Source: an optimization exercise on an open RTL-to-GDS flow (aim: small area, a short achievable clock period and few clock cycles). Production flows keep margins and buffers that such runs may drop.
Where RTL was checked, it was by simulation tests only, not by an equivalence proof against the original.
No driver is modelled on the clock port, so clock power and skew are understated where the tree is cut down; a real chip needs a root buffer or a tree.
Power is estimated from default activity; no workload was simulated.

==> flow/design.v (excerpt) <==
module AxisCrcChecker(
  input        clock,
  input        reset,
  output       io_AxisSlv_ready,
  input        io_AxisSlv_valid,
  input        io_AxisSlv_bits_Tlast,
  input  [7:0] io_AxisSlv_bits_Tdata,
  input        io_AxisMst_ready,
  output       io_AxisMst_valid,
  output       io_AxisMst_bits_Tlast,
  output [7:0] io_AxisMst_bits_Tdata
);
For scale: about 9500 cells after synthesis, ~8400 flip-flops, ~180000 um^2 of cells after synthesis.
==> flow/config.mk <==
export PLATFORM = sky130hd
export DESIGN_NAME = AxisCrcChecker
export DESIGN_NICKNAME = AxisCrcChecker
export VERILOG_FILES = /design/flow/design.v
export SDC_FILE = /design/flow/constraint.sdc
export NUM_CORES = 8
export LEC_CHECK = 0
export CAP_MARGIN = 40
export CORE_MARGIN = 2
export CORE_UTILIZATION = 60
export CTS_BUF_LIST = sky130_fd_sc_hd__clkbuf_16
export CTS_CLUSTER_DIAMETER = 100
export CTS_CLUSTER_SIZE = 30
export PLACE_DENSITY = 0.7
export SLEW_MARGIN = 40
export SYNTH_MEMORY_MAX_BITS = 16384
==> flow/constraint.sdc <==
create_clock -name core_clock -period 15.0 [get_ports {clock}]
set_input_delay 3.0000 -clock core_clock [delete_from_list [all_inputs] [get_ports {clock}]]
set_output_delay 3.0000 -clock core_clock [all_outputs]
set_load 0.01 [all_outputs]
standard.sh (not shown) runs the stock make flow with config.mk's settings and CLKGATE_MAP_FILE= SYNTH_SCRIPT=/design/flow/synth_recipe.tcl, a recipe that flattens the netlist after the stock synthesis.
==> flow/flow/run.sh <==
#!/bin/bash
set -euo pipefail
export BUFFER_PORTS_ARGS="-buffer_cell sky130_fd_sc_hd__buf_4"
export SETUP_SLACK_MARGIN=11
bash standard.sh place > standard_place.log 2>&1
openroad -no_init -exit flow/placeio.tcl > placeio.log 2>&1
bash standard.sh cts > standard_cts.log 2>&1
openroad -no_init -exit flow/unroot.tcl > unroot.log 2>&1
bash standard.sh > standard_finish.log 2>&1
Other scripts of this flow, unchanged in this note and not shown: flow/flow/placeio.tcl, flow/flow/unroot.tcl
The baseline completed without violations.
Next try:
--- a/flow/design.v
+++ b/flow/design.v
@@ -23,13 +23,13 @@
   output       io_AxisMst_valid,
   output       io_AxisMst_bits_Tlast,
   output [7:0] io_AxisMst_bits_Tdata
 );
   localparam N  = 1024;           
   localparam LW = 6;              
-  localparam LR = 5;              
+  localparam LR = 6;              
   localparam KW = N >> LW;        
   localparam KR = N >> LR;        
   localparam [LR-1:0] RC = {LR{1'b1}};  
   localparam QD = 9;              
   localparam QL = 4;
   reg        in_rdy;
Effect: The new run produced a clean layout. Core utilization goes up by 0.23 points. Synthesized cell count goes down by 0.63%. Sequential power hardly moves. Design area goes down by 0.49%. Worst setup slack hardly moves. Via count goes down by 2.5%. Total power hardly moves. Combinational power stays flat. Critical path depth is unchanged. Non-clock buffer count goes up by 3. Die area goes down by 0.69%.
Function was not checked in any run of this note: the RTL went through the layout flow alone.


AxisCrcChecker, a different RTL version from the one above (not shown whole).
Size in the first run: about 8400 flip-flops, about 24 I/O pins.
Settings: LEC_CHECK=0, CAP_MARGIN=40, CORE_MARGIN=2, CORE_UTILIZATION=60, CTS_BUF_LIST=sky130_fd_sc_hd__clkbuf_16, CTS_CLUSTER_DIAMETER=100, CTS_CLUSTER_SIZE=30, PLACE_DENSITY=0.7, SLEW_MARGIN=40, SYNTH_MEMORY_MAX_BITS=16384; clock period 15.0 ns.
==> flow/flow/run.sh <==
#!/bin/bash
# Standard layout with these changes:
#  - the pins of each AXI4-Stream port are kept together (pins.tcl), and every
#    port gets a fast buffer (buf_4) instead of the default choice; timing
#    repair aims below the 15 ns constraint;
#  - during global placement, each flip-flop that drives an output port is
#    held next to its pin (placeio_early.tcl, unfix.tcl); after placement each
#    output port's buffer and its flip-flop are moved next to the pin
#    (placeio.tcl);
#  - after clock tree synthesis, the clock tree is rebuilt as a balanced tree
#    of four levels of inverters, the top level's four cells on the clock port
#    (ctree.tcl, ctree_build.tcl).
set -euo pipefail
export BUFFER_PORTS_ARGS="-buffer_cell sky130_fd_sc_hd__buf_4"
export SETUP_SLACK_MARGIN=11
export PRE_IO_PLACEMENT_TCL=$PWD/flow/pins.tcl
RES=orfs/results/$FLOW_PLATFORM/AxisCrcChecker/base
bash standard.sh $PWD/$RES/3_2_place_iop.odb > standard_iop.log 2>&1
openroad -no_init -exit flow/placeio_early.tcl > placeio_early.log 2>&1
bash standard.sh $PWD/$RES/3_3_place_gp.odb > standard_gp.log 2>&1
openroad -no_init -exit flow/unfix.tcl > unfix.log 2>&1
bash standard.sh place > standard_place.log 2>&1
openroad -no_init -exit flow/placeio.tcl > placeio.log 2>&1
bash standard.sh cts > standard_cts.log 2>&1
openroad -no_init -exit flow/ctree.tcl > ctree.log 2>&1
bash standard.sh > standard_finish.log 2>&1
Other scripts of this flow, unchanged in this note and not shown: flow/flow/ctree.tcl, flow/flow/ctree_build.tcl, flow/flow/pins.tcl, flow/flow/placeio.tcl, flow/flow/placeio_early.tcl, flow/flow/unfix.tcl
Change:
--- a/flow/design.v
+++ b/flow/design.v
@@ -67,18 +67,17 @@
   wire         qq_ne = (q_cnt != 0);
   wire eq     = (rp == wpm);
   wire full   = eq & wfull;
   wire w_al   = (wpm[LW-1:0] == {LW{1'b1}});
   wire wr     = b_ne & w_al & ~full & (~w_l | q_room);
   wire empty  = eq & ~wfull;
   wire hold   = empty & w_al & ~wr;
   wire [9-LW:0] w_tap = wpm[9:LW];    
-  reg        credit;
-  reg  [1:0] f_used;              
+  reg        credit;              
   wire       rd    = cur_v & r_al & credit;
   wire       next  = ~cur_v | (rd & lastb);
   wire       load  = next & q_ne;
   wire       q_push    = wr & w_l;
   wire       q_to_head = q_push & ~qq_ne & (~q_ne | load);
   wire       skip  = load & ~q_head[10];
   wire [9:0] rp_sk = rp - q_head[9:0] - rd;
   reg  [8*N-1:0] ring;
@@ -94,25 +93,23 @@
   generate
     for (g = 0; g < KR; g = g + 1) begin : g_tap
       assign taps[8*g +: 8] = ring[8*((g<<LR)+RC) +: 8];
     end
   endgenerate
   wire [7:0] x_d = taps[8*rp[9:LR] +: 8];
   wire       x_l = lastb;
   wire       x_v = rd;
-  reg pop_q;
   wire [1:0] b_cnt_n = {~wr & (b_cnt[1] | (b_cnt[0] & acc)),
                         (b_cnt[1] & wr) | (b_cnt[0] & (acc ~^ wr)) | (~b_cnt[1] & ~b_cnt[0] & acc)};
   always @(posedge clock) begin
     if (q_push & ~q_to_head) qq[q_wp] <= {w_g, pk_len};
     if (q_to_head) q_head <= {w_g, pk_len};
     else if (load & qq_ne) q_head <= qq[q_rp];
   end
-  wire [1:0] f_next = f_used + rd - pop_q;
   reg rst_q;
   always @(posedge clock) begin
     rst_q <= reset;
     in_rdy <= reset | wr | ~(b_cnt[1] | (b_cnt[0] & io_AxisSlv_valid));
     if (reset) begin
       b_wp <= 1'b0; b_rp <= 1'b0; b_cnt <= 2'd0;
     end else begin
       if (acc) b_wp <= ~b_wp;
@@ -127,18 +124,16 @@
       rp <= 10'd1023;
       r_al <= 1'b1;
       pk_len <= 10'd0;
       cur_v <= 1'b0;
       rem <= 10'd0;
       lastb <= 1'b0;
       crc <= 8'hff;
       q_wp <= 0; q_rp <= 0; q_cnt <= 0; q_ne <= 1'b0;
-      f_used <= 2'd0;
-      credit <= 1'b0;
     end else begin
       if (wr) crc <= w_l ? 8'hff : crc_n;
       if (wr) begin
         pk_len <= w_l ? 10'd0 : pk_len + 10'd1;
       end else if (~hold) wpm <= wpm + 10'd1;
       if (q_push & ~q_to_head) q_wp <= q_wp + 1'b1;
       if (load & qq_ne) q_rp <= q_rp + 1'b1;
       q_cnt <= q_cnt + (q_push & ~q_to_head) - (load & qq_ne);
@@ -155,48 +150,44 @@
       else if (rd | skip) wfull <= 1'b0;
       if (skip) begin
         rp <= rp_sk;
         r_al <= (rp_sk[LR-1:0] == RC);
       end else if (~rd & ~hold) begin
         rp <= rp + 10'd1;
         r_al <= (rp[LR-1:0] == RC - 1'b1);
       end
-      f_used <= f_next;
-      credit <= (f_next != 2'd3);
     end
   end
-  reg [8:0] oq0, oq1, oq2;
-  reg [1:0] oq_wp, oq_rp, oq_cnt;
+  reg [8:0] oq0, oq1;
+  reg       oq_wp, oq_rp;
+  reg [1:0] oq_cnt;
   reg       o_v;
   reg [7:0] o_d;
   reg       o_l;
   wire       oq_ne  = (oq_cnt != 2'd0);
-  wire [1:0] oq_rp1 = (oq_rp == 2'd2) ? 2'd0 : oq_rp + 2'd1;
   wire [8:0] x_e    = {x_l, x_d};
-  wire [8:0] e_rp   = (oq_rp  == 2'd0) ? oq0 : (oq_rp  == 2'd1) ? oq1 : oq2;
-  wire [8:0] e_rp1  = (oq_rp1 == 2'd0) ? oq0 : (oq_rp1 == 2'd1) ? oq1 : oq2;
+  wire [8:0] e_rp   = oq_rp ? oq1 : oq0;
+  wire [8:0] e_rp1  = oq_rp ? oq0 : oq1;
   wire [1:0] cnt_h  = oq_cnt + x_v;
   wire [8:0] nh_h   = oq_ne ? e_rp : x_e;
   wire [1:0] cnt_p  = oq_cnt + x_v - oq_ne;
-  wire [1:0] rp_p   = oq_ne ? oq_rp1 : oq_rp;
   wire [8:0] nh_p   = oq_cnt[1] ? e_rp1 : x_e;
   always @(posedge clock) begin
-    if (x_v && oq_wp == 2'd0) oq0 <= x_e;
-    if (x_v && oq_wp == 2'd1) oq1 <= x_e;
-    if (x_v && oq_wp == 2'd2) oq2 <= x_e;
+    if (x_v & ~oq_wp) oq0 <= x_e;
+    if (x_v &  oq_wp) oq1 <= x_e;
     {o_l, o_d} <= io_AxisMst_ready ? nh_p : nh_h;
     o_v <= ~reset & ~rst_q & (io_AxisMst_ready ? (cnt_p != 2'd0) : (cnt_h != 2'd0));
     if (rst_q) begin
-      oq_wp <= 2'd0; oq_rp <= 2'd0; oq_cnt <= 2'd0;
-      pop_q <= 1'b0;
+      oq_wp <= 1'b0; oq_rp <= 1'b0; oq_cnt <= 2'd0;
+      credit <= 1'b0;
     end else begin
-      pop_q <= io_AxisMst_ready & oq_ne;
-      if (x_v) oq_wp <= (oq_wp == 2'd2) ? 2'd0 : oq_wp + 2'd1;
-      oq_rp <= io_AxisMst_ready ? rp_p : oq_rp;
+      if (x_v) oq_wp <= ~oq_wp;
+      if (io_AxisMst_ready & oq_ne) oq_rp <= ~oq_rp;
       oq_cnt <= io_AxisMst_ready ? cnt_p : cnt_h;
+      credit <= io_AxisMst_ready ? ~cnt_p[1] : ~cnt_h[1];
     end
   end
   assign io_AxisSlv_ready      = in_rdy;
   assign io_AxisMst_valid      = o_v;
   assign io_AxisMst_bits_Tdata = o_d;
   assign io_AxisMst_bits_Tlast = o_l;
 endmodule
Power decreases by 0.57%.
Synthesized cell count decreases by 1.6%.
First-iteration DRC count increases by 0.34%.
Maximum frequency increases by 0.32%.
Sequential share of layout area increases by 0.29 points.
Wire length decreases by 2.1%.
Critical path depth stays the same.
Testbench counts after the change, summed over its fixed seeds: cycles 46,598.
Only the layout flow was run in the first run of this note; the RTL was not checked for function there. In every run of this note, the design's own scripts or RTL, not TritonCTS, make the clock network.


AxisCrcChecker, a different RTL version from the one above (not shown whole).
For scale: about 180000 um^2 of cells after synthesis.
Design AxisCrcChecker, start of the top module:
module AxisCrcChecker(
  input        clock,
  input        reset,
  output       io_AxisSlv_ready,
  input        io_AxisSlv_valid,
  input        io_AxisSlv_bits_Tlast,
  input  [7:0] io_AxisSlv_bits_Tdata,
  input        io_AxisMst_ready,
  output       io_AxisMst_valid,
  output       io_AxisMst_bits_Tlast,
  output [7:0] io_AxisMst_bits_Tdata
);
Settings: LEC_CHECK=0, CAP_MARGIN=40, CORE_MARGIN=2, CORE_UTILIZATION=60, CTS_BUF_LIST=sky130_fd_sc_hd__clkbuf_16, CTS_CLUSTER_DIAMETER=100, CTS_CLUSTER_SIZE=30, PLACE_DENSITY=0.7, SLEW_MARGIN=40, SYNTH_MEMORY_MAX_BITS=16384; clock period 15.0 ns.
==> flow/flow/run.sh <==
#!/bin/bash
# Standard layout with these changes:
#  - the pins of each AXI4-Stream port are kept together (pins.tcl), and every
#    port gets a fast buffer (buf_4) instead of the default choice; timing
#    repair aims below the 15 ns constraint;
#  - during global placement, each flip-flop that drives an output port is
#    held next to its pin (placeio_early.tcl, unfix.tcl); after placement each
#    output port's buffer and its flip-flop are moved next to the pin
#    (placeio.tcl);
#  - after clock tree synthesis, the clock tree is rebuilt as a balanced tree
#    of four levels of inverters, the top level's four cells on the clock port
#    (ctree.tcl, ctree_build.tcl).
set -euo pipefail
export BUFFER_PORTS_ARGS="-buffer_cell sky130_fd_sc_hd__buf_4"
export SETUP_SLACK_MARGIN=11
export PRE_IO_PLACEMENT_TCL=$PWD/flow/pins.tcl
export PLACE_PINS_ARGS="-min_distance 8"
RES=orfs/results/$FLOW_PLATFORM/AxisCrcChecker/base
bash standard.sh $PWD/$RES/3_2_place_iop.odb > standard_iop.log 2>&1
openroad -no_init -exit flow/placeio_early.tcl > placeio_early.log 2>&1
bash standard.sh $PWD/$RES/3_3_place_gp.odb > standard_gp.log 2>&1
openroad -no_init -exit flow/unfix.tcl > unfix.log 2>&1
bash standard.sh place > standard_place.log 2>&1
openroad -no_init -exit flow/placeio.tcl > placeio.log 2>&1
bash standard.sh cts > standard_cts.log 2>&1
openroad -no_init -exit flow/ctree.tcl > ctree.log 2>&1
bash standard.sh > standard_finish.log 2>&1
Other scripts of this flow, unchanged in this note and not shown: flow/flow/ctree.tcl, flow/flow/ctree_build.tcl, flow/flow/pins.tcl, flow/flow/placeio.tcl, flow/flow/placeio_early.tcl, flow/flow/unfix.tcl
Testbench counts at the start, summed over its fixed seeds: cycles 46,406.
==> next run, changes <==
--- a/flow/design.v
+++ b/flow/design.v
@@ -58,30 +58,26 @@
   reg [10:0]   q_head;
   reg          q_ne;
   wire         q_room = ~(q_ne & q_cnt[QL]);
   wire         qq_ne = (q_cnt != 0);
   wire eq     = (rp == wpm);
   wire full   = eq & wfull;
   wire w_al   = (wpm[LW-1:0] == {LW{1'b1}});
-  wire wr     = b_ne & w_al & (~full | rd | skip) & (~w_l | q_room);
+  wire wr     = b_ne & w_al & ~full & (~w_l | q_room);
   wire empty  = eq & ~wfull;
   wire hold   = empty & w_al & ~wr;
   wire [9-LW:0] w_tap = wpm[9:LW];    
   reg        credit;              
-  wire       head_good = q_ne & q_head[10];
-  wire       h_one = (q_head[9:0] == 10'd0);
-  wire       rd_c  = cur_v & r_al & credit;
-  wire       rd_l  = ~cur_v & head_good & r_al & credit;
-  wire       rd    = rd_c | rd_l;
-  wire       next  = ~cur_v | (rd_c & lastb);
-  wire       load  = q_ne & (~cur_v | (rd_c & lastb & q_head[10]));
+  wire       rd    = cur_v & r_al & credit;
+  wire       next  = ~cur_v | (rd & lastb);
+  wire       load  = next & q_ne;
   wire       q_push    = wr & w_l;
   wire       q_to_head = q_push & ~qq_ne & (~q_ne | load);
-  wire       skip  = q_ne & ~cur_v & ~q_head[10];
-  wire [9:0] rp_sk = rp - q_head[9:0];
+  wire       skip  = load & ~q_head[10];
+  wire [9:0] rp_sk = rp - q_head[9:0] - rd;
   reg  [8*N-1:0] ring;
   wire [8*N-1:0] rot = {ring[8*N-9:0], ring[8*N-1:8*N-8]};
   integer k;
   always @(posedge clock) begin
     ring <= rot;
     for (k = 0; k < KW; k = k + 1)
       if (wr && w_tap == k) ring[8*(((k+1)<<LW) % N) +: 8] <= w_d;
@@ -90,15 +86,15 @@
   genvar g;
   generate
     for (g = 0; g < KR; g = g + 1) begin : g_tap
       assign taps[8*g +: 8] = ring[8*((g<<LR)+RC) +: 8];
     end
   endgenerate
   wire [7:0] x_d = taps[8*rp[9:LR] +: 8];
-  wire       x_l = cur_v ? lastb : h_one;
+  wire       x_l = lastb;
   wire       x_v = rd;
   always @(posedge clock) begin
     if (b_cnt == 2'd0 || (b_cnt == 2'd1 && wr)) bh <= {io_AxisSlv_bits_Tlast, io_AxisSlv_bits_Tdata};
     else if (b_cnt[1] && wr) bh <= bt;
     if (b_cnt == 2'd1 && ~wr || b_cnt[1] && wr) bt <= {io_AxisSlv_bits_Tlast, io_AxisSlv_bits_Tdata};
   end
   wire [1:0] b_cnt_n = {~wr & (b_cnt[1] | (b_cnt[0] & acc)),
@@ -135,21 +131,18 @@
       if (wr) begin
         pk_len <= w_l ? 10'd0 : pk_len + 10'd1;
       end else if (~hold) wpm <= wpm + 10'd1;
       if (q_push & ~q_to_head) q_wp <= q_wp + 1'b1;
       if (load & qq_ne) q_rp <= q_rp + 1'b1;
       q_cnt <= q_cnt + (q_push & ~q_to_head) - (load & qq_ne);
       q_ne <= q_push | qq_ne | (q_ne & ~load);
-      if (next) cur_v <= load & q_head[10] & ~(rd_l & h_one);
-      if (load & rd_l) begin
-        rem <= q_head[9:0] - 10'd1;
-        lastb <= (q_head[9:0] == 10'd1);
-      end else if (load) begin
+      if (next) cur_v <= load & q_head[10];
+      if (load) begin
         rem <= q_head[9:0];
-        lastb <= h_one;
+        lastb <= (q_head[9:0] == 10'd0);
       end else if (rd) begin
         rem <= rem - 10'd1;
         lastb <= (rem == 10'd1);
       end
       if (wr) wfull <= 1'b1;
       else if (rd | skip) wfull <= 1'b0;
       if (skip) begin
Sequential power is about the same.
Final cell count hardly moves.
Routed wire length climbs slightly.
Worst setup slack gets better by 0.0094 ns.
Critical path depth does not change.
Hold slack gets better by 0.017 ns.
Total power hardly moves.
Register-to-register slack gets worse by 0.05 ns.
Clock power is about the same.
Sequential share of layout area stays flat.
Global-route usage stays flat.
Testbench counts after the change, summed over its fixed seeds: cycles 46,598.
No run of this note takes its clock network from TritonCTS; it comes from the design's own scripts or RTL.

afterwards: timing with drivers on the ports:
In the flow no input, the clock included, has a driving cell. The finished layouts below were timed again as built, in two steps. Step 1, drivers: a clkbuf_16 drives clock and a buf_2 each remaining input, both assumed. Step 2 also shifts input and output timing later by t, the mid clock arrival at the registers, as if the neighbouring blocks saw the same clock. Three values: ideal ports, drivers, drivers and shift; two values: the first two.
run | t (ns) | setup WS [ns] | hold WS [ns] | worst setup path at the end | cell pins on the clock port's net
the first run of note 1 | 0.869 | 10.867 / 10.663 / 10.326 | 0.291 / 0.291 / 0.291 | input to register | 4
the second run of note 1 | 0.875 | 10.867 / 10.662 / 10.282 | 0.281 / 0.281 / 0.281 | input to register | 4
the first run of note 2 | 0.860 | 10.992 / 10.673 / 10.756 | 0.265 / 0.266 / 0.266 | input to register | 4
the second run of note 2 | 0.845 | 11.005 / 10.680 / 10.728 | 0.292 / 0.292 / 0.292 | input to register | 4
the first run of note 3 | 0.696 | 11.155 / 10.866 / 10.893 | 0.298 / 0.297 / 0.297 | input to register | 4
the second run of note 3 | 0.681 | 11.165 / 10.875 / 10.880 | 0.315 / 0.315 / 0.315 | input to register | 4
After both steps every run listed still meets setup and hold. The setup slack of the second run of note 1, which loses most, moves by -0.205 ns with the drivers and by -0.585 ns with both steps.
